Background: an optimization exercise with open tools, aiming at small area and a short achievable clock period. Do not read the settings as production practice.
For this run, only the layout was checked, not whether the RTL still works.
Power is estimated from default activity; no workload was simulated.

<file path="flow/config.mk">
export PLATFORM = sky130hd
export DESIGN_NAME = mac5
export DESIGN_NICKNAME = mac5
export VERILOG_FILES = /design/flow/design.v
export SDC_FILE = /design/flow/constraint.sdc
export NUM_CORES = 4
export LEC_CHECK = 0
export ABC_CLOCK_PERIOD_IN_PS = 1000
export CAP_MARGIN = 20
export CORE_MARGIN = 2
export CORE_UTILIZATION = 40
export SETUP_SLACK_MARGIN = 4.5
export SLEW_MARGIN = 20
export SYNTH_HIERARCHICAL = 1
export SYNTH_MINIMUM_KEEP_SIZE = 0
</file>
<file path="flow/constraint.sdc">
create_clock -name core_clock -period 7.0 [get_ports {clk}]
set_input_delay 1.4000 -clock core_clock [delete_from_list [all_inputs] [get_ports {clk}]]
set_output_delay 1.4000 -clock core_clock [all_outputs]
set_load 0.01 [all_outputs]
</file>
<file path="flow/design.v">
module mac5 #(parameter WIDTH=32)
   (input logic [(WIDTH/2)-1:0] a,
    input logic [(WIDTH/2)-1:0] b,
    input logic               clk, reset,
    output logic [WIDTH-1:0]  out);
   logic [15:0] ra;
   logic [7:0] bneg, bone, btwo;
   logic rb15;
   wire [16:0] bx = {b, 1'b0};
   logic f;
   logic q2_0_0;
   logic q2_1_0;
   logic q2_2_0;
   logic q2_3_0;
   logic q2_3_1;
   logic q2_3_2;
   logic q2_4_0;
   logic q2_4_1;
   logic q2_5_0;
   logic q2_5_1;
   logic q2_6_0;
   logic q2_6_1;
   logic q2_7_0;
   logic q2_7_1;
   logic q2_8_0;
   logic q2_8_1;
   logic q2_9_0;
   logic q2_9_1;
   logic q2_10_0;
   logic q2_10_1;
   logic q2_11_0;
   logic q2_11_1;
   logic q2_11_2;
   logic q2_11_3;
   logic q2_12_0;
   logic q2_12_1;
   logic q2_12_2;
   logic q2_13_0;
   logic q2_13_1;
   logic q2_13_2;
   logic q2_14_0;
   logic q2_14_1;
   logic q2_14_2;
   logic q2_15_0;
   logic q2_15_1;
   logic q2_15_2;
   logic q2_16_0;
   logic q2_16_1;
   logic q2_16_2;
   logic q2_16_3;
   logic q2_17_0;
   logic q2_17_1;
   logic q2_17_2;
   logic q2_17_3;
   logic q2_18_0;
   logic q2_18_1;
   logic q2_18_2;
   logic q2_18_3;
   logic q2_19_0;
   logic q2_19_1;
   logic q2_19_2;
   logic q2_19_3;
   logic q2_20_0;
   logic q2_20_1;
   logic q2_20_2;
   logic q2_20_3;
   logic q2_21_0;
   logic q2_21_1;
   logic q2_21_2;
   logic q2_21_3;
   logic q2_22_0;
   logic q2_22_1;
   logic q2_23_0;
   logic q2_23_1;
   logic q2_23_2;
   logic q2_24_0;
   logic q2_24_1;
   logic q2_24_2;
   logic q2_25_0;
   logic q2_25_1;
   logic q2_25_2;
   logic q2_26_0;
   logic q2_26_1;
   logic q2_26_2;
   logic q2_27_0;
   logic q2_27_1;
   logic q2_27_2;
   logic q2_28_0;
   logic q2_29_0;
   logic q2_29_1;
   logic q2_30_0;
   logic q2_30_1;
   logic q2_31_0;
   logic q2_31_1;
   wire p1 = ~(((bone[0] & ra[0])) ^ bneg[0]);
   wire p2 = ~(((bone[0] & ra[1]) | (btwo[0] & ra[0])) ^ bneg[0]);
   wire p3 = ~(((bone[0] & ra[2]) | (btwo[0] & ra[1])) ^ bneg[0]);
   wire p4 = ~(((bone[0] & ra[3]) | (btwo[0] & ra[2])) ^ bneg[0]);
   wire p5 = ~(((bone[0] & ra[4]) | (btwo[0] & ra[3])) ^ bneg[0]);
   wire p6 = ~(((bone[0] & ra[5]) | (btwo[0] & ra[4])) ^ bneg[0]);
   wire p7 = ~(((bone[0] & ra[6]) | (btwo[0] & ra[5])) ^ bneg[0]);
   wire p8 = ~(((bone[0] & ra[7]) | (btwo[0] & ra[6])) ^ bneg[0]);
   wire p9 = ~(((bone[0] & ra[8]) | (btwo[0] & ra[7])) ^ bneg[0]);
   wire p10 = ~(((bone[0] & ra[9]) | (btwo[0] & ra[8])) ^ bneg[0]);
   wire p11 = ~(((bone[0] & ra[10]) | (btwo[0] & ra[9])) ^ bneg[0]);
   wire p12 = ~(((bone[0] & ra[11]) | (btwo[0] & ra[10])) ^ bneg[0]);
   wire p13 = ~(((bone[0] & ra[12]) | (btwo[0] & ra[11])) ^ bneg[0]);
   wire p14 = ~(((bone[0] & ra[13]) | (btwo[0] & ra[12])) ^ bneg[0]);
   wire p15 = ~(((bone[0] & ra[14]) | (btwo[0] & ra[13])) ^ bneg[0]);
   wire p16 = ~(((bone[0] & ra[15]) | (btwo[0] & ra[14])) ^ bneg[0]);
   wire p17 = ~(((btwo[0] & ra[15])) ^ bneg[0]);
   wire p18 = ~bneg[0];
   wire p19 = bneg[0];
   wire p20 = ~(((bone[1] & ra[0])) ^ bneg[1]);
   wire p21 = ~(((bone[1] & ra[1]) | (btwo[1] & ra[0])) ^ bneg[1]);
   wire p22 = ~(((bone[1] & ra[2]) | (btwo[1] & ra[1])) ^ bneg[1]);
   wire p23 = ~(((bone[1] & ra[3]) | (btwo[1] & ra[2])) ^ bneg[1]);
   wire p24 = ~(((bone[1] & ra[4]) | (btwo[1] & ra[3])) ^ bneg[1]);
   wire p25 = ~(((bone[1] & ra[5]) | (btwo[1] & ra[4])) ^ bneg[1]);
   wire p26 = ~(((bone[1] & ra[6]) | (btwo[1] & ra[5])) ^ bneg[1]);
   wire p27 = ~(((bone[1] & ra[7]) | (btwo[1] & ra[6])) ^ bneg[1]);
   wire p28 = ~(((bone[1] & ra[8]) | (btwo[1] & ra[7])) ^ bneg[1]);
   wire p29 = ~(((bone[1] & ra[9]) | (btwo[1] & ra[8])) ^ bneg[1]);
   wire p30 = ~(((bone[1] & ra[10]) | (btwo[1] & ra[9])) ^ bneg[1]);
   wire p31 = ~(((bone[1] & ra[11]) | (btwo[1] & ra[10])) ^ bneg[1]);
   wire p32 = ~(((bone[1] & ra[12]) | (btwo[1] & ra[11])) ^ bneg[1]);
   wire p33 = ~(((bone[1] & ra[13]) | (btwo[1] & ra[12])) ^ bneg[1]);
   wire p34 = ~(((bone[1] & ra[14]) | (btwo[1] & ra[13])) ^ bneg[1]);
   wire p35 = ~(((bone[1] & ra[15]) | (btwo[1] & ra[14])) ^ bneg[1]);
   wire p36 = ~(((btwo[1] & ra[15])) ^ bneg[1]);
   wire p37 = ~bneg[1];
   wire p38 = bneg[1];
   wire p39 = ~(((bone[2] & ra[0])) ^ bneg[2]);
   wire p40 = ~(((bone[2] & ra[1]) | (btwo[2] & ra[0])) ^ bneg[2]);
   wire p41 = ~(((bone[2] & ra[2]) | (btwo[2] & ra[1])) ^ bneg[2]);
   wire p42 = ~(((bone[2] & ra[3]) | (btwo[2] & ra[2])) ^ bneg[2]);
   wire p43 = ~(((bone[2] & ra[4]) | (btwo[2] & ra[3])) ^ bneg[2]);
   wire p44 = ~(((bone[2] & ra[5]) | (btwo[2] & ra[4])) ^ bneg[2]);
   wire p45 = ~(((bone[2] & ra[6]) | (btwo[2] & ra[5])) ^ bneg[2]);
   wire p46 = ~(((bone[2] & ra[7]) | (btwo[2] & ra[6])) ^ bneg[2]);
   wire p47 = ~(((bone[2] & ra[8]) | (btwo[2] & ra[7])) ^ bneg[2]);
   wire p48 = ~(((bone[2] & ra[9]) | (btwo[2] & ra[8])) ^ bneg[2]);
   wire p49 = ~(((bone[2] & ra[10]) | (btwo[2] & ra[9])) ^ bneg[2]);
   wire p50 = ~(((bone[2] & ra[11]) | (btwo[2] & ra[10])) ^ bneg[2]);
   wire p51 = ~(((bone[2] & ra[12]) | (btwo[2] & ra[11])) ^ bneg[2]);
   wire p52 = ~(((bone[2] & ra[13]) | (btwo[2] & ra[12])) ^ bneg[2]);
   wire p53 = ~(((bone[2] & ra[14]) | (btwo[2] & ra[13])) ^ bneg[2]);
   wire p54 = ~(((bone[2] & ra[15]) | (btwo[2] & ra[14])) ^ bneg[2]);
   wire p55 = ~(((btwo[2] & ra[15])) ^ bneg[2]);
   wire p56 = ~bneg[2];
   wire p57 = bneg[2];
   wire p58 = ~(((bone[3] & ra[0])) ^ bneg[3]);
   wire p59 = ~(((bone[3] & ra[1]) | (btwo[3] & ra[0])) ^ bneg[3]);
   wire p60 = ~(((bone[3] & ra[2]) | (btwo[3] & ra[1])) ^ bneg[3]);
   wire p61 = ~(((bone[3] & ra[3]) | (btwo[3] & ra[2])) ^ bneg[3]);
   wire p62 = ~(((bone[3] & ra[4]) | (btwo[3] & ra[3])) ^ bneg[3]);
   wire p63 = ~(((bone[3] & ra[5]) | (btwo[3] & ra[4])) ^ bneg[3]);
   wire p64 = ~(((bone[3] & ra[6]) | (btwo[3] & ra[5])) ^ bneg[3]);
   wire p65 = ~(((bone[3] & ra[7]) | (btwo[3] & ra[6])) ^ bneg[3]);
   wire p66 = ~(((bone[3] & ra[8]) | (btwo[3] & ra[7])) ^ bneg[3]);
   wire p67 = ~(((bone[3] & ra[9]) | (btwo[3] & ra[8])) ^ bneg[3]);
   wire p68 = ~(((bone[3] & ra[10]) | (btwo[3] & ra[9])) ^ bneg[3]);
   wire p69 = ~(((bone[3] & ra[11]) | (btwo[3] & ra[10])) ^ bneg[3]);
   wire p70 = ~(((bone[3] & ra[12]) | (btwo[3] & ra[11])) ^ bneg[3]);
   wire p71 = ~(((bone[3] & ra[13]) | (btwo[3] & ra[12])) ^ bneg[3]);
   wire p72 = ~(((bone[3] & ra[14]) | (btwo[3] & ra[13])) ^ bneg[3]);
   wire p73 = ~(((bone[3] & ra[15]) | (btwo[3] & ra[14])) ^ bneg[3]);
   wire p74 = ~(((btwo[3] & ra[15])) ^ bneg[3]);
   wire p75 = ~bneg[3];
   wire p76 = bneg[3];
   wire p77 = ~(((bone[4] & ra[0])) ^ bneg[4]);
   wire p78 = ~(((bone[4] & ra[1]) | (btwo[4] & ra[0])) ^ bneg[4]);
   wire p79 = ~(((bone[4] & ra[2]) | (btwo[4] & ra[1])) ^ bneg[4]);
   wire p80 = ~(((bone[4] & ra[3]) | (btwo[4] & ra[2])) ^ bneg[4]);
   wire p81 = ~(((bone[4] & ra[4]) | (btwo[4] & ra[3])) ^ bneg[4]);
   wire p82 = ~(((bone[4] & ra[5]) | (btwo[4] & ra[4])) ^ bneg[4]);
   wire p83 = ~(((bone[4] & ra[6]) | (btwo[4] & ra[5])) ^ bneg[4]);
   wire p84 = ~(((bone[4] & ra[7]) | (btwo[4] & ra[6])) ^ bneg[4]);
   wire p85 = ~(((bone[4] & ra[8]) | (btwo[4] & ra[7])) ^ bneg[4]);
   wire p86 = ~(((bone[4] & ra[9]) | (btwo[4] & ra[8])) ^ bneg[4]);
   wire p87 = ~(((bone[4] & ra[10]) | (btwo[4] & ra[9])) ^ bneg[4]);
   wire p88 = ~(((bone[4] & ra[11]) | (btwo[4] & ra[10])) ^ bneg[4]);
   wire p89 = ~(((bone[4] & ra[12]) | (btwo[4] & ra[11])) ^ bneg[4]);
   wire p90 = ~(((bone[4] & ra[13]) | (btwo[4] & ra[12])) ^ bneg[4]);
   wire p91 = ~(((bone[4] & ra[14]) | (btwo[4] & ra[13])) ^ bneg[4]);
   wire p92 = ~(((bone[4] & ra[15]) | (btwo[4] & ra[14])) ^ bneg[4]);
   wire p93 = ~(((btwo[4] & ra[15])) ^ bneg[4]);
   wire p94 = ~bneg[4];
   wire p95 = bneg[4];
   wire p96 = ~(((bone[5] & ra[0])) ^ bneg[5]);
   wire p97 = ~(((bone[5] & ra[1]) | (btwo[5] & ra[0])) ^ bneg[5]);
   wire p98 = ~(((bone[5] & ra[2]) | (btwo[5] & ra[1])) ^ bneg[5]);
   wire p99 = ~(((bone[5] & ra[3]) | (btwo[5] & ra[2])) ^ bneg[5]);
   wire p100 = ~(((bone[5] & ra[4]) | (btwo[5] & ra[3])) ^ bneg[5]);
   wire p101 = ~(((bone[5] & ra[5]) | (btwo[5] & ra[4])) ^ bneg[5]);
   wire p102 = ~(((bone[5] & ra[6]) | (btwo[5] & ra[5])) ^ bneg[5]);
   wire p103 = ~(((bone[5] & ra[7]) | (btwo[5] & ra[6])) ^ bneg[5]);
   wire p104 = ~(((bone[5] & ra[8]) | (btwo[5] & ra[7])) ^ bneg[5]);
   wire p105 = ~(((bone[5] & ra[9]) | (btwo[5] & ra[8])) ^ bneg[5]);
   wire p106 = ~(((bone[5] & ra[10]) | (btwo[5] & ra[9])) ^ bneg[5]);
   wire p107 = ~(((bone[5] & ra[11]) | (btwo[5] & ra[10])) ^ bneg[5]);
   wire p108 = ~(((bone[5] & ra[12]) | (btwo[5] & ra[11])) ^ bneg[5]);
   wire p109 = ~(((bone[5] & ra[13]) | (btwo[5] & ra[12])) ^ bneg[5]);
   wire p110 = ~(((bone[5] & ra[14]) | (btwo[5] & ra[13])) ^ bneg[5]);
   wire p111 = ~(((bone[5] & ra[15]) | (btwo[5] & ra[14])) ^ bneg[5]);
   wire p112 = ~(((btwo[5] & ra[15])) ^ bneg[5]);
   wire p113 = ~bneg[5];
   wire p114 = bneg[5];
   wire p115 = ~(((bone[6] & ra[0])) ^ bneg[6]);
   wire p116 = ~(((bone[6] & ra[1]) | (btwo[6] & ra[0])) ^ bneg[6]);
   wire p117 = ~(((bone[6] & ra[2]) | (btwo[6] & ra[1])) ^ bneg[6]);
   wire p118 = ~(((bone[6] & ra[3]) | (btwo[6] & ra[2])) ^ bneg[6]);
   wire p119 = ~(((bone[6] & ra[4]) | (btwo[6] & ra[3])) ^ bneg[6]);
   wire p120 = ~(((bone[6] & ra[5]) | (btwo[6] & ra[4])) ^ bneg[6]);
   wire p121 = ~(((bone[6] & ra[6]) | (btwo[6] & ra[5])) ^ bneg[6]);
   wire p122 = ~(((bone[6] & ra[7]) | (btwo[6] & ra[6])) ^ bneg[6]);
   wire p123 = ~(((bone[6] & ra[8]) | (btwo[6] & ra[7])) ^ bneg[6]);
   wire p124 = ~(((bone[6] & ra[9]) | (btwo[6] & ra[8])) ^ bneg[6]);
   wire p125 = ~(((bone[6] & ra[10]) | (btwo[6] & ra[9])) ^ bneg[6]);
   wire p126 = ~(((bone[6] & ra[11]) | (btwo[6] & ra[10])) ^ bneg[6]);
   wire p127 = ~(((bone[6] & ra[12]) | (btwo[6] & ra[11])) ^ bneg[6]);
   wire p128 = ~(((bone[6] & ra[13]) | (btwo[6] & ra[12])) ^ bneg[6]);
   wire p129 = ~(((bone[6] & ra[14]) | (btwo[6] & ra[13])) ^ bneg[6]);
   wire p130 = ~(((bone[6] & ra[15]) | (btwo[6] & ra[14])) ^ bneg[6]);
   wire p131 = ~(((btwo[6] & ra[15])) ^ bneg[6]);
   wire p132 = ~bneg[6];
   wire p133 = bneg[6];
   wire p134 = ~(((bone[7] & ra[0])) ^ bneg[7]);
   wire p135 = ~(((bone[7] & ra[1]) | (btwo[7] & ra[0])) ^ bneg[7]);
   wire p136 = ~(((bone[7] & ra[2]) | (btwo[7] & ra[1])) ^ bneg[7]);
   wire p137 = ~(((bone[7] & ra[3]) | (btwo[7] & ra[2])) ^ bneg[7]);
   wire p138 = ~(((bone[7] & ra[4]) | (btwo[7] & ra[3])) ^ bneg[7]);
   wire p139 = ~(((bone[7] & ra[5]) | (btwo[7] & ra[4])) ^ bneg[7]);
   wire p140 = ~(((bone[7] & ra[6]) | (btwo[7] & ra[5])) ^ bneg[7]);
   wire p141 = ~(((bone[7] & ra[7]) | (btwo[7] & ra[6])) ^ bneg[7]);
   wire p142 = ~(((bone[7] & ra[8]) | (btwo[7] & ra[7])) ^ bneg[7]);
   wire p143 = ~(((bone[7] & ra[9]) | (btwo[7] & ra[8])) ^ bneg[7]);
   wire p144 = ~(((bone[7] & ra[10]) | (btwo[7] & ra[9])) ^ bneg[7]);
   wire p145 = ~(((bone[7] & ra[11]) | (btwo[7] & ra[10])) ^ bneg[7]);
   wire p146 = ~(((bone[7] & ra[12]) | (btwo[7] & ra[11])) ^ bneg[7]);
   wire p147 = ~(((bone[7] & ra[13]) | (btwo[7] & ra[12])) ^ bneg[7]);
   wire p148 = ~(((bone[7] & ra[14]) | (btwo[7] & ra[13])) ^ bneg[7]);
   wire p149 = ~(((bone[7] & ra[15]) | (btwo[7] & ra[14])) ^ bneg[7]);
   wire p150 = ~(((btwo[7] & ra[15])) ^ bneg[7]);
   wire p151 = ~bneg[7];
   wire p152 = bneg[7];
   wire p153 = ~(ra[0] & rb15);
   wire p154 = ~(ra[1] & rb15);
   wire p155 = ~(ra[2] & rb15);
   wire p156 = ~(ra[3] & rb15);
   wire p157 = ~(ra[4] & rb15);
   wire p158 = ~(ra[5] & rb15);
   wire p159 = ~(ra[6] & rb15);
   wire p160 = ~(ra[7] & rb15);
   wire p161 = ~(ra[8] & rb15);
   wire p162 = ~(ra[9] & rb15);
   wire p163 = ~(ra[10] & rb15);
   wire p164 = ~(ra[11] & rb15);
   wire p165 = ~(ra[12] & rb15);
   wire p166 = ~(ra[13] & rb15);
   wire p167 = ~(ra[14] & rb15);
   wire p168 = ~(ra[15] & rb15);
   wire p169 = ~(out[0] & f);
   wire p170 = ~(out[1] & f);
   wire p171 = ~(out[2] & f);
   wire p172 = ~(out[3] & f);
   wire p173 = ~(out[4] & f);
   wire p174 = ~(out[5] & f);
   wire p175 = ~(out[6] & f);
   wire p176 = ~(out[7] & f);
   wire p177 = ~(out[8] & f);
   wire p178 = ~(out[9] & f);
   wire p179 = ~(out[10] & f);
   wire p180 = ~(out[11] & f);
   wire p181 = ~(out[12] & f);
   wire p182 = ~(out[13] & f);
   wire p183 = ~(out[14] & f);
   wire p184 = ~(out[15] & f);
   wire p185 = ~(out[16] & f);
   wire p186 = ~(out[17] & f);
   wire p187 = ~(out[18] & f);
   wire p188 = ~(out[19] & f);
   wire p189 = ~(out[20] & f);
   wire p190 = ~(out[21] & f);
   wire p191 = ~(out[22] & f);
   wire p192 = ~(out[23] & f);
   wire p193 = ~(out[24] & f);
   wire p194 = ~(out[25] & f);
   wire p195 = ~(out[26] & f);
   wire p196 = ~(out[27] & f);
   wire p197 = ~(out[28] & f);
   wire p198 = ~(out[29] & f);
   wire p199 = ~(out[30] & f);
   wire p200 = ~(out[31] & f);
   wire p201 = ~p19;
   wire p202 = ~p36;
   wire p203 = ~p55;
   wire p204 = ~p74;
   wire p205 = ~p93;
   wire p206 = ~p112;
   wire p207 = ~p131;
   wire p208 = ~p150;
   wire s209, c210;
   mac5_fa u_s209 (.a(p18), .b(p169), .c(p1), .s(s209), .co(c210));
   wire s211, c212;
   mac5_fa u_s211 (.a(p37), .b(p171), .c(p3), .s(s211), .co(c212));
   wire s213, c214;
   mac5_fa u_s213 (.a(p172), .b(p4), .c(p21), .s(s213), .co(c214));
   wire s215, c216;
   mac5_fa u_s215 (.a(p56), .b(p173), .c(p5), .s(s215), .co(c216));
   wire s217, c218;
   mac5_fa u_s217 (.a(p174), .b(p6), .c(p23), .s(s217), .co(c218));
   wire s219, c220;
   mac5_fa u_s219 (.a(p75), .b(p175), .c(p7), .s(s219), .co(c220));
   wire s221, c222;
   mac5_fa u_s221 (.a(p24), .b(p41), .c(p58), .s(s221), .co(c222));
   wire s223, c224;
   mac5_fa u_s223 (.a(p176), .b(p8), .c(p25), .s(s223), .co(c224));
   wire s225, c226;
   mac5_fa u_s225 (.a(p94), .b(p177), .c(p9), .s(s225), .co(c226));
   wire s227, c228;
   mac5_fa u_s227 (.a(p26), .b(p43), .c(p60), .s(s227), .co(c228));
   wire s229, c230;
   mac5_fa u_s229 (.a(p178), .b(p10), .c(p27), .s(s229), .co(c230));
   wire s231, c232;
   mac5_fa u_s231 (.a(p44), .b(p61), .c(p78), .s(s231), .co(c232));
   wire s233, c234;
   mac5_fa u_s233 (.a(p113), .b(p179), .c(p11), .s(s233), .co(c234));
   wire s235, c236;
   mac5_fa u_s235 (.a(p28), .b(p45), .c(p62), .s(s235), .co(c236));
   wire s237, c238;
   mac5_fa u_s237 (.a(p180), .b(p12), .c(p29), .s(s237), .co(c238));
   wire s239, c240;
   mac5_fa u_s239 (.a(p46), .b(p63), .c(p80), .s(s239), .co(c240));
   wire s241, c242;
   mac5_fa u_s241 (.a(p132), .b(p181), .c(p13), .s(s241), .co(c242));
   wire s243, c244;
   mac5_fa u_s243 (.a(p30), .b(p47), .c(p64), .s(s243), .co(c244));
   wire s245, c246;
   mac5_fa u_s245 (.a(p81), .b(p98), .c(p115), .s(s245), .co(c246));
   wire s247, c248;
   mac5_fa u_s247 (.a(p182), .b(p14), .c(p31), .s(s247), .co(c248));
   wire s249, c250;
   mac5_fa u_s249 (.a(p48), .b(p65), .c(p82), .s(s249), .co(c250));
   wire s251, c252;
   mac5_fa u_s251 (.a(p151), .b(p183), .c(p15), .s(s251), .co(c252));
   wire s253, c254;
   mac5_fa u_s253 (.a(p32), .b(p49), .c(p66), .s(s253), .co(c254));
   wire s255, c256;
   mac5_fa u_s255 (.a(p83), .b(p100), .c(p117), .s(s255), .co(c256));
   wire s257, c258;
   mac5_fa u_s257 (.a(p184), .b(p16), .c(p33), .s(s257), .co(c258));
   wire s259, c260;
   mac5_fa u_s259 (.a(p50), .b(p67), .c(p84), .s(s259), .co(c260));
   wire s261, c262;
   mac5_fa u_s261 (.a(p101), .b(p118), .c(p135), .s(s261), .co(c262));
   wire s263, c264;
   mac5_fa u_s263 (.a(p153), .b(p185), .c(p17), .s(s263), .co(c264));
   wire s265, c266;
   mac5_fa u_s265 (.a(p34), .b(p51), .c(p68), .s(s265), .co(c266));
   wire s267, c268;
   mac5_fa u_s267 (.a(p85), .b(p102), .c(p119), .s(s267), .co(c268));
   wire s269, c270;
   mac5_fa u_s269 (.a(p201), .b(p154), .c(p186), .s(s269), .co(c270));
   wire s271, c272;
   mac5_fa u_s271 (.a(p35), .b(p52), .c(p69), .s(s271), .co(c272));
   wire s273, c274;
   mac5_fa u_s273 (.a(p86), .b(p103), .c(p120), .s(s273), .co(c274));
   wire s275, c276;
   mac5_fa u_s275 (.a(p155), .b(p187), .c(p19), .s(s275), .co(c276));
   wire s277, c278;
   mac5_fa u_s277 (.a(p202), .b(p53), .c(p70), .s(s277), .co(c278));
   wire s279, c280;
   mac5_fa u_s279 (.a(p87), .b(p104), .c(p121), .s(s279), .co(c280));
   wire s281, c282;
   mac5_fa u_s281 (.a(p38), .b(p156), .c(p188), .s(s281), .co(c282));
   wire s283, c284;
   mac5_fa u_s283 (.a(p54), .b(p71), .c(p88), .s(s283), .co(c284));
   wire s285, c286;
   mac5_fa u_s285 (.a(p105), .b(p122), .c(p139), .s(s285), .co(c286));
   wire s287, c288;
   mac5_fa u_s287 (.a(p157), .b(p189), .c(p203), .s(s287), .co(c288));
   wire s289, c290;
   mac5_fa u_s289 (.a(p72), .b(p89), .c(p106), .s(s289), .co(c290));
   wire s291, c292;
   mac5_fa u_s291 (.a(p57), .b(p158), .c(p190), .s(s291), .co(c292));
   wire s293, c294;
   mac5_fa u_s293 (.a(p73), .b(p90), .c(p107), .s(s293), .co(c294));
   wire s295, c296;
   mac5_fa u_s295 (.a(p124), .b(p141), .c(p55), .s(s295), .co(c296));
   wire s297, c298;
   mac5_fa u_s297 (.a(p159), .b(p191), .c(p204), .s(s297), .co(c298));
   wire s299, c300;
   mac5_fa u_s299 (.a(p91), .b(p108), .c(p125), .s(s299), .co(c300));
   wire s301, c302;
   mac5_fa u_s301 (.a(p76), .b(p160), .c(p192), .s(s301), .co(c302));
   wire s303, c304;
   mac5_fa u_s303 (.a(p92), .b(p109), .c(p126), .s(s303), .co(c304));
   wire s305, c306;
   mac5_fa u_s305 (.a(p161), .b(p193), .c(p205), .s(s305), .co(c306));
   wire s307, c308;
   mac5_fa u_s307 (.a(p110), .b(p127), .c(p144), .s(s307), .co(c308));
   wire s309, c310;
   mac5_fa u_s309 (.a(p95), .b(p162), .c(p194), .s(s309), .co(c310));
   wire s311, c312;
   mac5_fa u_s311 (.a(p111), .b(p128), .c(p145), .s(s311), .co(c312));
   wire s313, c314;
   mac5_fa u_s313 (.a(p163), .b(p195), .c(p206), .s(s313), .co(c314));
   wire s315, c316;
   mac5_fa u_s315 (.a(p114), .b(p164), .c(p196), .s(s315), .co(c316));
   wire s317, c318;
   mac5_fa u_s317 (.a(p130), .b(p147), .c(p112), .s(s317), .co(c318));
   wire s319, c320;
   mac5_fa u_s319 (.a(p165), .b(p197), .c(p207), .s(s319), .co(c320));
   wire s321, c322;
   mac5_fa u_s321 (.a(p133), .b(p166), .c(p198), .s(s321), .co(c322));
   wire s323, c324;
   mac5_fa u_s323 (.a(p167), .b(p199), .c(p208), .s(s323), .co(c324));
   wire s325, c326;
   mac5_fa u_s325 (.a(p152), .b(p168), .c(p200), .s(s325), .co(c326));
   wire s327, c328;
   mac5_fa u_s327 (.a(p170), .b(p2), .c(c210), .s(s327), .co(c328));
   wire s329, c330;
   mac5_fa u_s329 (.a(p22), .b(p39), .c(c214), .s(s329), .co(c330));
   wire s331, c332;
   mac5_fa u_s331 (.a(p40), .b(c216), .c(s217), .s(s331), .co(c332));
   wire s333, c334;
   mac5_fa u_s333 (.a(c218), .b(s219), .c(s221), .s(s333), .co(c334));
   wire s335, c336;
   mac5_fa u_s335 (.a(p42), .b(p59), .c(c220), .s(s335), .co(c336));
   wire s337, c338;
   mac5_fa u_s337 (.a(p77), .b(c224), .c(s225), .s(s337), .co(c338));
   wire s339, c340;
   mac5_fa u_s339 (.a(c226), .b(c228), .c(s229), .s(s339), .co(c340));
   wire s341, c342;
   mac5_fa u_s341 (.a(p79), .b(p96), .c(c230), .s(s341), .co(c342));
   wire s343, c344;
   mac5_fa u_s343 (.a(c232), .b(s233), .c(s235), .s(s343), .co(c344));
   wire s345, c346;
   mac5_fa u_s345 (.a(p97), .b(c234), .c(c236), .s(s345), .co(c346));
   wire s347, c348;
   mac5_fa u_s347 (.a(c238), .b(c240), .c(s241), .s(s347), .co(c348));
   wire s349, c350;
   mac5_fa u_s349 (.a(p99), .b(p116), .c(c242), .s(s349), .co(c350));
   wire s351, c352;
   mac5_fa u_s351 (.a(c244), .b(c246), .c(s247), .s(s351), .co(c352));
   wire s353, c354;
   mac5_fa u_s353 (.a(p134), .b(c248), .c(c250), .s(s353), .co(c354));
   wire s355, c356;
   mac5_fa u_s355 (.a(s251), .b(s253), .c(s255), .s(s355), .co(c356));
   wire s357, c358;
   mac5_fa u_s357 (.a(c252), .b(c254), .c(c256), .s(s357), .co(c358));
   wire s359, c360;
   mac5_fa u_s359 (.a(s257), .b(s259), .c(s261), .s(s359), .co(c360));
   wire s361, c362;
   mac5_fa u_s361 (.a(p136), .b(c258), .c(c260), .s(s361), .co(c362));
   wire s363, c364;
   mac5_fa u_s363 (.a(c262), .b(s263), .c(s265), .s(s363), .co(c364));
   wire s365, c366;
   mac5_fa u_s365 (.a(p137), .b(s269), .c(c264), .s(s365), .co(c366));
   wire s367, c368;
   mac5_fa u_s367 (.a(c266), .b(c268), .c(s271), .s(s367), .co(c368));
   wire s369, c370;
   mac5_fa u_s369 (.a(c270), .b(p138), .c(s275), .s(s369), .co(c370));
   wire s371, c372;
   mac5_fa u_s371 (.a(c272), .b(c274), .c(s277), .s(s371), .co(c372));
   wire s373, c374;
   mac5_fa u_s373 (.a(c276), .b(p36), .c(s281), .s(s373), .co(c374));
   wire s375, c376;
   mac5_fa u_s375 (.a(c278), .b(c280), .c(s283), .s(s375), .co(c376));
   wire s377, c378;
   mac5_fa u_s377 (.a(c282), .b(p123), .c(p140), .s(s377), .co(c378));
   wire s379, c380;
   mac5_fa u_s379 (.a(c284), .b(c286), .c(s287), .s(s379), .co(c380));
   wire s381, c382;
   mac5_fa u_s381 (.a(s291), .b(c288), .c(c290), .s(s381), .co(c382));
   wire s383, c384;
   mac5_fa u_s383 (.a(c292), .b(p142), .c(c294), .s(s383), .co(c384));
   wire s385, c386;
   mac5_fa u_s385 (.a(c296), .b(s297), .c(s299), .s(s385), .co(c386));
   wire s387, c388;
   mac5_fa u_s387 (.a(p143), .b(p74), .c(s301), .s(s387), .co(c388));
   wire s389, c390;
   mac5_fa u_s389 (.a(c298), .b(c300), .c(s303), .s(s389), .co(c390));
   wire s391, c392;
   mac5_fa u_s391 (.a(c302), .b(c304), .c(s305), .s(s391), .co(c392));
   wire s393, c394;
   mac5_fa u_s393 (.a(p93), .b(s309), .c(c306), .s(s393), .co(c394));
   wire s395, c396;
   mac5_fa u_s395 (.a(c310), .b(p129), .c(p146), .s(s395), .co(c396));
   wire s397, c398;
   mac5_fa u_s397 (.a(s315), .b(c314), .c(s317), .s(s397), .co(c398));
   wire s399, c400;
   mac5_fa u_s399 (.a(c316), .b(p148), .c(c318), .s(s399), .co(c400));
   wire s401, c402;
   mac5_fa u_s401 (.a(p149), .b(p131), .c(s321), .s(s401), .co(c402));
   wire s403, c404;
   mac5_fa u_s403 (.a(p150), .b(s325), .c(c324), .s(s403), .co(c404));
   wire s405, c406;
   mac5_fa u_s405 (.a(p20), .b(s211), .c(c328), .s(s405), .co(c406));
   wire s407, c408;
   mac5_fa u_s407 (.a(c222), .b(s223), .c(s335), .s(s407), .co(c408));
   wire s409, c410;
   mac5_fa u_s409 (.a(s227), .b(c336), .c(s337), .s(s409), .co(c410));
   wire s411, c412;
   mac5_fa u_s411 (.a(s231), .b(c338), .c(s339), .s(s411), .co(c412));
   wire s413, c414;
   mac5_fa u_s413 (.a(s341), .b(c340), .c(s343), .s(s413), .co(c414));
   wire s415, c416;
   mac5_fa u_s415 (.a(s237), .b(s239), .c(c342), .s(s415), .co(c416));
   wire s417, c418;
   mac5_fa u_s417 (.a(s243), .b(s245), .c(c346), .s(s417), .co(c418));
   wire s419, c420;
   mac5_fa u_s419 (.a(s249), .b(s349), .c(c348), .s(s419), .co(c420));
   wire s421, c422;
   mac5_fa u_s421 (.a(c350), .b(s353), .c(c352), .s(s421), .co(c422));
   wire s423, c424;
   mac5_fa u_s423 (.a(c354), .b(s357), .c(c356), .s(s423), .co(c424));
   wire s425, c426;
   mac5_fa u_s425 (.a(s267), .b(c358), .c(s361), .s(s425), .co(c426));
   wire s427, c428;
   mac5_fa u_s427 (.a(s273), .b(c362), .c(s365), .s(s427), .co(c428));
   wire s429, c430;
   mac5_fa u_s429 (.a(s279), .b(s369), .c(c366), .s(s429), .co(c430));
   wire s431, c432;
   mac5_fa u_s431 (.a(c370), .b(s285), .c(s373), .s(s431), .co(c432));
   wire s433, c434;
   mac5_fa u_s433 (.a(c374), .b(s377), .c(s289), .s(s433), .co(c434));
   wire s435, c436;
   mac5_fa u_s435 (.a(c378), .b(s293), .c(s295), .s(s435), .co(c436));
   wire s437, c438;
   mac5_fa u_s437 (.a(c382), .b(s383), .c(s385), .s(s437), .co(c438));
   wire s439, c440;
   mac5_fa u_s439 (.a(s387), .b(c384), .c(c386), .s(s439), .co(c440));
   wire s441, c442;
   mac5_fa u_s441 (.a(c388), .b(s307), .c(c390), .s(s441), .co(c442));
   wire s443, c444;
   mac5_fa u_s443 (.a(c308), .b(s311), .c(s393), .s(s443), .co(c444));
   wire s445, c446;
   mac5_fa u_s445 (.a(c312), .b(s395), .c(s313), .s(s445), .co(c446));
   wire s447, c448;
   mac5_fa u_s447 (.a(s319), .b(s399), .c(c398), .s(s447), .co(c448));
   wire s449, c450;
   mac5_fa u_s449 (.a(c320), .b(s401), .c(c400), .s(s449), .co(c450));
   wire s451, c452;
   mac5_fa u_s451 (.a(c322), .b(c402), .c(s323), .s(s451), .co(c452));
   wire s453, c454;
   mac5_fa u_s453 (.a(1'b1), .b(q2_11_0), .c(q2_11_1), .s(s453), .co(c454));
   wire s455, c456;
   mac5_fa u_s455 (.a(1'b1), .b(q2_12_0), .c(q2_12_1), .s(s455), .co(c456));
   wire s457, c458;
   mac5_fa u_s457 (.a(1'b1), .b(q2_13_0), .c(q2_13_1), .s(s457), .co(c458));
   wire s459, c460;
   mac5_fa u_s459 (.a(1'b1), .b(q2_14_0), .c(q2_14_1), .s(s459), .co(c460));
   wire s461, c462;
   mac5_fa u_s461 (.a(1'b1), .b(q2_15_0), .c(q2_15_1), .s(s461), .co(c462));
   wire s463, c464;
   mac5_fa u_s463 (.a(q2_16_0), .b(q2_16_1), .c(q2_16_2), .s(s463), .co(c464));
   wire s465, c466;
   mac5_fa u_s465 (.a(q2_17_0), .b(q2_17_1), .c(q2_17_2), .s(s465), .co(c466));
   wire s467, c468;
   mac5_fa u_s467 (.a(q2_18_0), .b(q2_18_1), .c(q2_18_2), .s(s467), .co(c468));
   wire s469, c470;
   mac5_fa u_s469 (.a(q2_19_0), .b(q2_19_1), .c(q2_19_2), .s(s469), .co(c470));
   wire s471, c472;
   mac5_fa u_s471 (.a(q2_20_0), .b(q2_20_1), .c(q2_20_2), .s(s471), .co(c472));
   wire s473, c474;
   mac5_fa u_s473 (.a(q2_21_0), .b(q2_21_1), .c(q2_21_2), .s(s473), .co(c474));
   wire s475, c476;
   mac5_fa u_s475 (.a(1'b1), .b(q2_3_0), .c(q2_3_1), .s(s475), .co(c476));
   wire s477, c478;
   mac5_fa u_s477 (.a(1'b1), .b(q2_4_0), .c(q2_4_1), .s(s477), .co(c478));
   wire s479, c480;
   mac5_fa u_s479 (.a(1'b1), .b(q2_5_0), .c(q2_5_1), .s(s479), .co(c480));
   wire s481, c482;
   mac5_fa u_s481 (.a(1'b1), .b(q2_6_0), .c(q2_6_1), .s(s481), .co(c482));
   wire s483, c484;
   mac5_fa u_s483 (.a(1'b1), .b(q2_7_0), .c(q2_7_1), .s(s483), .co(c484));
   wire s485, c486;
   mac5_fa u_s485 (.a(1'b1), .b(q2_8_0), .c(q2_8_1), .s(s485), .co(c486));
   wire s487, c488;
   mac5_fa u_s487 (.a(1'b1), .b(q2_9_0), .c(q2_9_1), .s(s487), .co(c488));
   wire s489, c490;
   mac5_fa u_s489 (.a(1'b1), .b(q2_10_0), .c(q2_10_1), .s(s489), .co(c490));
   wire s491, c492;
   mac5_fa u_s491 (.a(q2_11_2), .b(q2_11_3), .c(s453), .s(s491), .co(c492));
   wire s493, c494;
   mac5_fa u_s493 (.a(q2_12_2), .b(c454), .c(s455), .s(s493), .co(c494));
   wire s495, c496;
   mac5_fa u_s495 (.a(q2_13_2), .b(c456), .c(s457), .s(s495), .co(c496));
   wire s497, c498;
   mac5_fa u_s497 (.a(q2_14_2), .b(c458), .c(s459), .s(s497), .co(c498));
   wire s499, c500;
   mac5_fa u_s499 (.a(q2_15_2), .b(c460), .c(s461), .s(s499), .co(c500));
   wire s501, c502;
   mac5_fa u_s501 (.a(q2_16_3), .b(c462), .c(s463), .s(s501), .co(c502));
   wire s503, c504;
   mac5_fa u_s503 (.a(q2_17_3), .b(c464), .c(s465), .s(s503), .co(c504));
   wire s505, c506;
   mac5_fa u_s505 (.a(q2_18_3), .b(c466), .c(s467), .s(s505), .co(c506));
   wire s507, c508;
   mac5_fa u_s507 (.a(q2_19_3), .b(c468), .c(s469), .s(s507), .co(c508));
   wire s509, c510;
   mac5_fa u_s509 (.a(q2_20_3), .b(c470), .c(s471), .s(s509), .co(c510));
   wire s511, c512;
   mac5_fa u_s511 (.a(q2_21_3), .b(c472), .c(s473), .s(s511), .co(c512));
   wire s513, c514;
   mac5_fa u_s513 (.a(q2_22_0), .b(q2_22_1), .c(c474), .s(s513), .co(c514));
   wire s515, c516;
   mac5_fa u_s515 (.a(q2_23_0), .b(q2_23_1), .c(q2_23_2), .s(s515), .co(c516));
   wire s517, c518;
   mac5_fa u_s517 (.a(q2_24_0), .b(q2_24_1), .c(q2_24_2), .s(s517), .co(c518));
   wire s519, c520;
   mac5_fa u_s519 (.a(q2_25_0), .b(q2_25_1), .c(q2_25_2), .s(s519), .co(c520));
   wire s521, c522;
   mac5_fa u_s521 (.a(q2_26_0), .b(q2_26_1), .c(q2_26_2), .s(s521), .co(c522));
   wire s523, c524;
   mac5_fa u_s523 (.a(q2_27_0), .b(q2_27_1), .c(q2_27_2), .s(s523), .co(c524));
   wire [31:0] sx = {q2_31_0, q2_30_0, q2_29_0, q2_28_0, s523, s521, s519, s517, s515, s513, s511, s509, s507, s505, s503, s501, s499, s497, s495, s493, s491, s489, s487, s485, s483, s481, s479, s477, s475, q2_2_0, q2_1_0, q2_0_0};
   wire [31:0] sy = {q2_31_1, q2_30_1, q2_29_1, c524, c522, c520, c518, c516, c514, c512, c510, c508, c506, c504, c502, c500, c498, c496, c494, c492, c490, c488, c486, c484, c482, c480, c478, c476, q2_3_2, 1'b1, 1'b1, 1'b1};
   wire [31:0] sp = sx ^ sy, sg = sx & sy;
   wire lG1 = sg[0] | (sp[0] & 1'b1);
   wire lG2 = sg[2] | (sp[2] & sg[1]);
   wire lP2 = sp[2] & sp[1];
   wire lG3 = sg[4] | (sp[4] & sg[3]);
   wire lP3 = sp[4] & sp[3];
   wire lG4 = sg[6] | (sp[6] & sg[5]);
   wire lP4 = sp[6] & sp[5];
   wire lG5 = sg[8] | (sp[8] & sg[7]);
   wire lP5 = sp[8] & sp[7];
   wire lG6 = sg[10] | (sp[10] & sg[9]);
   wire lP6 = sp[10] & sp[9];
   wire lG7 = sg[1] | (sp[1] & lG1);
   wire lG8 = lG2 | (lP2 & lG1);
   wire lG9 = sg[5] | (sp[5] & lG3);
   wire lP9 = sp[5] & lP3;
   wire lG10 = lG4 | (lP4 & lG3);
   wire lP10 = lP4 & lP3;
   wire lG11 = sg[9] | (sp[9] & lG5);
   wire lP11 = sp[9] & lP5;
   wire lG12 = lG6 | (lP6 & lG5);
   wire lP12 = lP6 & lP5;
   wire lG13 = sg[3] | (sp[3] & lG8);
   wire lG14 = lG3 | (lP3 & lG8);
   wire lG15 = lG9 | (lP9 & lG8);
   wire lG16 = lG10 | (lP10 & lG8);
   wire lG17 = sg[11] | (sp[11] & lG12);
   wire lP17 = sp[11] & lP12;
   wire lG18 = sg[7] | (sp[7] & lG16);
   wire lG19 = lG5 | (lP5 & lG16);
   wire lG20 = lG11 | (lP11 & lG16);
   wire lG21 = lG12 | (lP12 & lG16);
   wire lG22 = lG17 | (lP17 & lG16);
   logic q3_lo0;
   logic q3_lo1;
   logic q3_lo2;
   logic q3_lo3;
   logic q3_lo4;
   logic q3_lo5;
   logic q3_lo6;
   logic q3_lo7;
   logic q3_lo8;
   logic q3_lo9;
   logic q3_lo10;
   logic q3_lo11;
   logic q3_ck;
   logic [31:12] q3_p, q3_g;
   wire hG1 = q3_g[12] | (q3_p[12] & q3_ck);
   wire hG2 = q3_g[14] | (q3_p[14] & q3_g[13]);
   wire hP2 = q3_p[14] & q3_p[13];
   wire hG3 = q3_g[16] | (q3_p[16] & q3_g[15]);
   wire hP3 = q3_p[16] & q3_p[15];
   wire hG4 = q3_g[18] | (q3_p[18] & q3_g[17]);
   wire hP4 = q3_p[18] & q3_p[17];
   wire hG5 = q3_g[20] | (q3_p[20] & q3_g[19]);
   wire hP5 = q3_p[20] & q3_p[19];
   wire hG6 = q3_g[22] | (q3_p[22] & q3_g[21]);
   wire hP6 = q3_p[22] & q3_p[21];
   wire hG7 = q3_g[24] | (q3_p[24] & q3_g[23]);
   wire hP7 = q3_p[24] & q3_p[23];
   wire hG8 = q3_g[26] | (q3_p[26] & q3_g[25]);
   wire hP8 = q3_p[26] & q3_p[25];
   wire hG9 = q3_g[28] | (q3_p[28] & q3_g[27]);
   wire hP9 = q3_p[28] & q3_p[27];
   wire hG10 = q3_g[30] | (q3_p[30] & q3_g[29]);
   wire hP10 = q3_p[30] & q3_p[29];
   wire hG11 = q3_g[13] | (q3_p[13] & hG1);
   wire hG12 = hG2 | (hP2 & hG1);
   wire hG13 = q3_g[17] | (q3_p[17] & hG3);
   wire hP13 = q3_p[17] & hP3;
   wire hG14 = hG4 | (hP4 & hG3);
   wire hP14 = hP4 & hP3;
   wire hG15 = q3_g[21] | (q3_p[21] & hG5);
   wire hP15 = q3_p[21] & hP5;
   wire hG16 = hG6 | (hP6 & hG5);
   wire hP16 = hP6 & hP5;
   wire hG17 = q3_g[25] | (q3_p[25] & hG7);
   wire hP17 = q3_p[25] & hP7;
   wire hG18 = hG8 | (hP8 & hG7);
   wire hP18 = hP8 & hP7;
   wire hG19 = q3_g[29] | (q3_p[29] & hG9);
   wire hP19 = q3_p[29] & hP9;
   wire hG20 = hG10 | (hP10 & hG9);
   wire hP20 = hP10 & hP9;
   wire hG21 = q3_g[15] | (q3_p[15] & hG12);
   wire hG22 = hG3 | (hP3 & hG12);
   wire hG23 = hG13 | (hP13 & hG12);
   wire hG24 = hG14 | (hP14 & hG12);
   wire hG25 = q3_g[23] | (q3_p[23] & hG16);
   wire hP25 = q3_p[23] & hP16;
   wire hG26 = hG7 | (hP7 & hG16);
   wire hP26 = hP7 & hP16;
   wire hG27 = hG17 | (hP17 & hG16);
   wire hP27 = hP17 & hP16;
   wire hG28 = hG18 | (hP18 & hG16);
   wire hP28 = hP18 & hP16;
   wire hG29 = q3_g[31] | (q3_p[31] & hG20);
   wire hP29 = q3_p[31] & hP20;
   wire hG30 = q3_g[19] | (q3_p[19] & hG24);
   wire hG31 = hG5 | (hP5 & hG24);
   wire hG32 = hG15 | (hP15 & hG24);
   wire hG33 = hG16 | (hP16 & hG24);
   wire hG34 = hG25 | (hP25 & hG24);
   wire hG35 = hG26 | (hP26 & hG24);
   wire hG36 = hG27 | (hP27 & hG24);
   wire hG37 = hG28 | (hP28 & hG24);
   wire hG38 = q3_g[27] | (q3_p[27] & hG37);
   wire hG39 = hG9 | (hP9 & hG37);
   wire hG40 = hG19 | (hP19 & hG37);
   wire hG41 = hG20 | (hP20 & hG37);
   wire hG42 = hG29 | (hP29 & hG37);
   wire [31:0] nsum = {~(q3_p[31] ^ hG41), ~(q3_p[30] ^ hG40), ~(q3_p[29] ^ hG39), ~(q3_p[28] ^ hG38), ~(q3_p[27] ^ hG37), ~(q3_p[26] ^ hG36), ~(q3_p[25] ^ hG35), ~(q3_p[24] ^ hG34), ~(q3_p[23] ^ hG33), ~(q3_p[22] ^ hG32), ~(q3_p[21] ^ hG31), ~(q3_p[20] ^ hG30), ~(q3_p[19] ^ hG24), ~(q3_p[18] ^ hG23), ~(q3_p[17] ^ hG22), ~(q3_p[16] ^ hG21), ~(q3_p[15] ^ hG12), ~(q3_p[14] ^ hG11), ~(q3_p[13] ^ hG1), ~(q3_p[12] ^ q3_ck), q3_lo11, q3_lo10, q3_lo9, q3_lo8, q3_lo7, q3_lo6, q3_lo5, q3_lo4, q3_lo3, q3_lo2, q3_lo1, q3_lo0};
   always @(posedge clk) begin
      q3_lo0 <= ~(sp[0] ^ 1'b1);
      q3_lo1 <= ~(sp[1] ^ lG1);
      q3_lo2 <= ~(sp[2] ^ lG7);
      q3_lo3 <= ~(sp[3] ^ lG8);
      q3_lo4 <= ~(sp[4] ^ lG13);
      q3_lo5 <= ~(sp[5] ^ lG14);
      q3_lo6 <= ~(sp[6] ^ lG15);
      q3_lo7 <= ~(sp[7] ^ lG16);
      q3_lo8 <= ~(sp[8] ^ lG18);
      q3_lo9 <= ~(sp[9] ^ lG19);
      q3_lo10 <= ~(sp[10] ^ lG20);
      q3_lo11 <= ~(sp[11] ^ lG21);
      q3_ck <= lG22;
      q3_p <= sp[31:12];
      q3_g <= sg[31:12];
   end
   always @(posedge clk or negedge reset)
     if (!reset) f <= 1'b0;
     else f <= 1'b1;
   always @(posedge clk) begin
      ra <= a;
      bneg[0] <= bx[2];
      bone[0] <= bx[1] ^ bx[0];
      btwo[0] <= (bx[2] & ~bx[1] & ~bx[0]) | (~bx[2] & bx[1] & bx[0]);
      bneg[1] <= bx[4];
      bone[1] <= bx[3] ^ bx[2];
      btwo[1] <= (bx[4] & ~bx[3] & ~bx[2]) | (~bx[4] & bx[3] & bx[2]);
      bneg[2] <= bx[6];
      bone[2] <= bx[5] ^ bx[4];
      btwo[2] <= (bx[6] & ~bx[5] & ~bx[4]) | (~bx[6] & bx[5] & bx[4]);
      bneg[3] <= bx[8];
      bone[3] <= bx[7] ^ bx[6];
      btwo[3] <= (bx[8] & ~bx[7] & ~bx[6]) | (~bx[8] & bx[7] & bx[6]);
      bneg[4] <= bx[10];
      bone[4] <= bx[9] ^ bx[8];
      btwo[4] <= (bx[10] & ~bx[9] & ~bx[8]) | (~bx[10] & bx[9] & bx[8]);
      bneg[5] <= bx[12];
      bone[5] <= bx[11] ^ bx[10];
      btwo[5] <= (bx[12] & ~bx[11] & ~bx[10]) | (~bx[12] & bx[11] & bx[10]);
      bneg[6] <= bx[14];
      bone[6] <= bx[13] ^ bx[12];
      btwo[6] <= (bx[14] & ~bx[13] & ~bx[12]) | (~bx[14] & bx[13] & bx[12]);
      bneg[7] <= bx[16];
      bone[7] <= bx[15] ^ bx[14];
      btwo[7] <= (bx[16] & ~bx[15] & ~bx[14]) | (~bx[16] & bx[15] & bx[14]);
      rb15 <= b[15];
      q2_0_0 <= s209;
      q2_1_0 <= s327;
      q2_2_0 <= s405;
      q2_3_0 <= c212;
      q2_3_1 <= s213;
      q2_3_2 <= c406;
      q2_4_0 <= s215;
      q2_4_1 <= s329;
      q2_5_0 <= c330;
      q2_5_1 <= s331;
      q2_6_0 <= c332;
      q2_6_1 <= s333;
      q2_7_0 <= s407;
      q2_7_1 <= c334;
      q2_8_0 <= s409;
      q2_8_1 <= c408;
      q2_9_0 <= s411;
      q2_9_1 <= c410;
      q2_10_0 <= s413;
      q2_10_1 <= c412;
      q2_11_0 <= s415;
      q2_11_1 <= s345;
      q2_11_2 <= c344;
      q2_11_3 <= c414;
      q2_12_0 <= s417;
      q2_12_1 <= s347;
      q2_12_2 <= c416;
      q2_13_0 <= s419;
      q2_13_1 <= s351;
      q2_13_2 <= c418;
      q2_14_0 <= s421;
      q2_14_1 <= s355;
      q2_14_2 <= c420;
      q2_15_0 <= s423;
      q2_15_1 <= s359;
      q2_15_2 <= c422;
      q2_16_0 <= s425;
      q2_16_1 <= c360;
      q2_16_2 <= s363;
      q2_16_3 <= c424;
      q2_17_0 <= s427;
      q2_17_1 <= c364;
      q2_17_2 <= s367;
      q2_17_3 <= c426;
      q2_18_0 <= s429;
      q2_18_1 <= c368;
      q2_18_2 <= s371;
      q2_18_3 <= c428;
      q2_19_0 <= s431;
      q2_19_1 <= c372;
      q2_19_2 <= s375;
      q2_19_3 <= c430;
      q2_20_0 <= s433;
      q2_20_1 <= c376;
      q2_20_2 <= s379;
      q2_20_3 <= c432;
      q2_21_0 <= s435;
      q2_21_1 <= s381;
      q2_21_2 <= c380;
      q2_21_3 <= c434;
      q2_22_0 <= s437;
      q2_22_1 <= c436;
      q2_23_0 <= s439;
      q2_23_1 <= s389;
      q2_23_2 <= c438;
      q2_24_0 <= s441;
      q2_24_1 <= s391;
      q2_24_2 <= c440;
      q2_25_0 <= s443;
      q2_25_1 <= c392;
      q2_25_2 <= c442;
      q2_26_0 <= s445;
      q2_26_1 <= c394;
      q2_26_2 <= c444;
      q2_27_0 <= c396;
      q2_27_1 <= s397;
      q2_27_2 <= c446;
      q2_28_0 <= s447;
      q2_29_0 <= s449;
      q2_29_1 <= c448;
      q2_30_0 <= s451;
      q2_30_1 <= c450;
      q2_31_0 <= s403;
      q2_31_1 <= c452;
      out <= nsum;
   end
endmodule
module mac5_fa (input logic a, b, c, output logic s, co);
   assign s = a ^ b ^ c;
   assign co = (a & b) | (a & c) | (b & c);
endmodule
</file>
<file path="flow/flow/run.sh">
#!/bin/bash
# Standard layout, with port buffers of a plain buffer cell, sizing not held to
# the cells' footprints, and a clock tree without dummy loads.
bash standard.sh MATCH_CELL_FOOTPRINT=0 \
  BUFFER_PORTS_ARGS="-buffer_cell sky130_fd_sc_hd__buf_2" \
  CTS_ARGS="-sink_clustering_enable -repair_clock_nets -dont_use_dummy_load -sink_clustering_size 30 -sink_clustering_max_diameter 60" \
  finish > standard.log 2>&1
</file>
<file path="flow/standard.sh">
#!/bin/bash
# synth_recipe.tcl (not shown) runs the flow's synth.tcl, then flattens the netlist and writes it again
# the make line also repeats each setting of config.mk as NAME=value (left out here)
make -C /OpenROAD-flow-scripts/flow DESIGN_CONFIG=/design/flow/config.mk WORK_HOME=/design/flow/orfs CLKGATE_MAP_FILE= SYNTH_SCRIPT=/design/flow/synth_recipe.tcl "${@:-finish}"
</file>
==> metrics.md <==
| Metric | Value |
|---|---|
| Worst path arrival time | about 3000 ps |
| Port bufs | 65 |
| Setup TNS after final layout | 0 ps |
| Sum of internal, switching and leakage power | ~5.6 mW |
| Filler cell count in the final layout | roughly 2600 |
| Cts hold-fix bufs | 0 |
| Net count reported at finish | ~1200 |
| Max Freq | roughly 380 MHz |
| Area used by multi-input combinational logic | around 0.007 sq mm |
| Slew margin rel. | 0.538 |
| Count of warnings emitted by yosys | 7 |
| Setup violations, final | 0 |
| IO Count | 66 |
| Vias/cell | 5.00 |
| Number of diodes added for antenna fixing | 0 |
| Setup repair after global routing missed its margin | yes |
| Initial detailed-routing violation count | 450 |
| Largest net degree at the start of global routing | 33 |
| Effective utilization at floorplan | 0.407 |
| Global-route track usage on met3 | 0.0243 |
| Number of clock buffers inserted by TritonCTS | 19 |
| Final-layout worst hold slack | roughly 320 ps |
| Layout Skew | 58.6 ps |
| Crit-path max FO | 3 |
| Gate Count Post-Synth | 944 |
| Highest-count cells in the layout ignoring fill and taps | sky130_fd_sc_hd__dfxtp_1 (168), sky130_fd_sc_hd__fa_1 (157), sky130_fd_sc_hd__xnor2_1 (141) |
| DIE AREA | ~0.030 sq mm |
| First-pass detailed-route iteration total | 5 |
| Final-report hold violation count | 0 |
| Clock-pin slew on the worst setup and hold paths | approximately 90 ps |
| Global-route wire length before repair | approximately 40000 microns |
| Sequential cell area | between 0.004 and 0.005 sq mm |
| Total Wirelength | between 20000 and 25000 microns |
| Slew at the pin closest to its max-slew limit | ~700 ps |
| Ys async rst share | 0.00478 |
| Worst Path Required | 7360 ps |
| Antenna violations before repair | 0 |
| Via total after detailed routing | between 6000 and 7000 |
| WS Path Type | flip-flop to flip-flop |
| Total power per unit cell area | about 430 mW/mm^2 |
| Global routing usage on met1 | 0.256 |
| Clock tree buffer depth | 3 |
| Dpl ws | 3940 ps |
| Final critical path time including I/O delays and setup | between 2000 and 3000 ps |
| All-layer global routing usage | 0.174 |
| Die H | 172 microns |
| Worst min-delay path class | flip-flop to flip-flop |
| Synth Flop Type | sky130_fd_sc_hd__dfxtp_1 |
| Worst vdd rail ir drop | approximately 0.00019 V |
| Post-synthesis sequential area ratio | 0.370 |
| Most frequent standard cell in the layout excluding fill and tap cells | sky130_fd_sc_hd__dfxtp_1 |
| Number of maximum-capacitance constraint violations | 0 |
| Vias in the first global route | roughly 7400 |
| Most used routing layer in global routing | met2 |
| Met2 global-route usage | 0.274 |
| Average cell area after synthesis | 12.0 sq um |
| Average wire per cell in the routed design | around 18 microns |
| Final estimated routing congestion in global placement | about 0.84 |
| EDFF count, synth | 0 |
| Residual DRC | 0 |
| Leakage | about 5.0 nW |
| Clock sinks | around 210 |
| Setup crit end kind | flip-flop |
| Floorplan core area | roughly 0.028 sq mm |
| Startpoint type of the worst setup path | flip-flop |
| Number of levels the H-tree was split into | 1 |
| HPWL after DPL | 17400 microns |
| Skew-Pair Late Insertion Delay | between 500 and 600 ps |
| Flop and latch count out of synthesis | between 200 and 250 |
| Clock tree root driver cell | sky130_fd_sc_hd__clkbuf_16 |
| CTS tree | done |
| Share of cells above drive strength 1 | 0.174 |
| Number of nets with antenna violations after routing | 0 |
| Outcome | no timing/DRC/antenna violations |
| Overflow left after global routing | 0 |
| Slack of the critical path | around 4400 ps |
| Cell Area, Synth | around 0.011 sq mm |
| Number of different library cells in the post-synthesis netlist | 40 |
| Max Slew Vio Count | 0 |
| Number of standard-cell rows in the floorplan | a little over 60 |
| X dimension of the die | between 150 and 200 microns |
| Period utilization | 0.373 |
| Area growth syn-to-layout | 13.2% |
critical path, stage by stage (launching register included):
cell                       delay (ps)
sky130_fd_sc_hd__dfxtp_2          330
sky130_fd_sc_hd__fa_1             490
sky130_fd_sc_hd__buf_4            170
sky130_fd_sc_hd__ha_4             140
sky130_fd_sc_hd__o21a_1           190
sky130_fd_sc_hd__o21a_1           200
sky130_fd_sc_hd__o21ai_2          180
sky130_fd_sc_hd__nand2b_4          80
sky130_fd_sc_hd__a31o_4           260
sky130_fd_sc_hd__a311oi_4         320
sky130_fd_sc_hd__o21bai_1         110
kinds of logic after synthesis:
kind of cell    count (synthesis)  share of synthesized area
flops                         209                      0.370
fa+ha+maj                     193                      0.318
compound gates                164                      0.107
xor+xnor                      163                      0.126
simple gates                  108                     0.0437
buf+inv                       106                     0.0352
other cells                     1                   0.000331
layout make-up:
class,instances,share of cell area
multi-input combinational,642,0.536
sequential,209,0.337
timing repair buffer,84,0.0429
clock buffer,19,0.0371
tap,378,0.0369
inverter,29,0.0104
per-layer routing:
layer,vias up,routed length [microns],share of wire
li1,3143,-,-
met1,3414,11500,0.47
met2,224,10800,0.44
met3,26,1620,0.067
met4,0,374,0.015
met5,-,0,0
sequential cells by signal, indices dropped and copies added (netlist names), 8 cells and up:
| register | flops |
|---|---|
| ra | 16 |
| bneg | 8 |
| btwo | 8 |
| bone | 8 |
| q3_p | 20 |
| q3_g | 19 |
| out | 32 |
Yosys stat by module (local to each module, per instance):
module / flops+latches / cell area (sq um) / cells inside / times used
mac5: 209 / 8170 / 786 / 1
mac5_fa: 0 / 20.0 / 1 / 158
synth_stat cells (2+ instances only):
| cell type | n | area (sq um) |
|---|---|---|
| sky130_fd_sc_hd__inv_1 | 21 | 78.8 |
| sky130_fd_sc_hd__nor2_1 | 6 | 22.5 |
| sky130_fd_sc_hd__o21a_1 | 2 | 15.0 |
| sky130_fd_sc_hd__a21oi_1 | 11 | 55.1 |
| sky130_fd_sc_hd__clkbuf_1 | 68 | 255 |
| sky130_fd_sc_hd__a21o_1 | 4 | 30.0 |
| sky130_fd_sc_hd__ha_1 | 34 | 425 |
| sky130_fd_sc_hd__a22oi_1 | 121 | 908 |
| sky130_fd_sc_hd__nand2b_1 | 9 | 56.3 |
| sky130_fd_sc_hd__and2_1 | 3 | 18.8 |
| sky130_fd_sc_hd__nor3_1 | 2 | 10.0 |
| sky130_fd_sc_hd__nand2_1 | 70 | 263 |
| sky130_fd_sc_hd__xnor2_1 | 145 | 1270 |
| sky130_fd_sc_hd__buf_1 | 8 | 30.0 |
| sky130_fd_sc_hd__or2_2 | 3 | 18.8 |
| sky130_fd_sc_hd__xor2_1 | 18 | 158 |
| sky130_fd_sc_hd__fa_1 | 159 | 3180 |
| sky130_fd_sc_hd__nor2b_1 | 2 | 12.5 |
| sky130_fd_sc_hd__o21ai_0 | 13 | 65.1 |
| sky130_fd_sc_hd__dfxtp_1 | 208 | 4160 |
| sky130_fd_sc_hd__nand3b_1 | 8 | 60.1 |
| sky130_fd_sc_hd__inv_2 | 8 | 30.0 |
| sky130_fd_sc_hd__o21bai_1 | 4 | 30.0 |
per-stage QoR:
stage                     std cells  utilization  cell area (sq um)
final                          1361        0.460              12800
after global routing           1361        0.460              12800
after CTS                      1346        0.449              12500
after detailed placement       1325        0.427              11900
after global placement         1325        0.427              11900
after floorplan                 957            -              11400
path summary, 6_finish.rpt:
kind	endpoint	cells after the start	slack, ps	startpoint
setup / recovery	q3_ck	10	4390	q2_3_0
hold / removal	out[7]	0	320	q3_lo7
setup reg to reg	q3_ck	10	4390	q2_3_0
hold reg to reg	out[7]	0	320	q3_lo7
max in group asynchronous	f	1	6280	reset
min in group asynchronous	f	1	640	reset
power breakdown:
group	leakage [nW]	internal, mW	switching (mW)
sequential	1.78	1.80	0.365
clock	0.234	0.477	0.398
combinational	2.96	1.26	1.26
repair_timing:
action,CTS,global route
gates cloned,0,0
gates resized for setup,62,47
pin swaps,8,8
setup buffers,2,15
endpoints found under the setup margin,59,28

[static timing again, ports no longer ideal]
Ports are ideal in the flow. The routed layout listed here was re-timed in OpenROAD.
Step 1 (the two cells are an assumption about what drives the block):
set clk [get_ports {clk}]
set_driving_cell -lib_cell sky130_fd_sc_hd__clkbuf_16 $clk
set_driving_cell -lib_cell sky130_fd_sc_hd__buf_2 [delete_from_list [all_inputs] $clk]
Step 2 moves the port delays by t, midway between the first and last clock arrival at a register: inputs arrive t later, outputs are due t later. That takes back most of the time a late clock gives input paths.
Slacks: ideal ports / drivers / drivers and shift; pairs: ideal ports / drivers.
t, ns: 0.533
slack for setup (ns): 4.388 / 4.388 / 4.388
worst setup path at the end: register to register
worst data-port slew with drivers (ns): 0.03
pins driven straight from the clock port: 1
After both steps setup and hold are still met in this run. For this run, drivers alone change the setup slack by 0.000 ns; drivers and shift together by 0.000 ns.
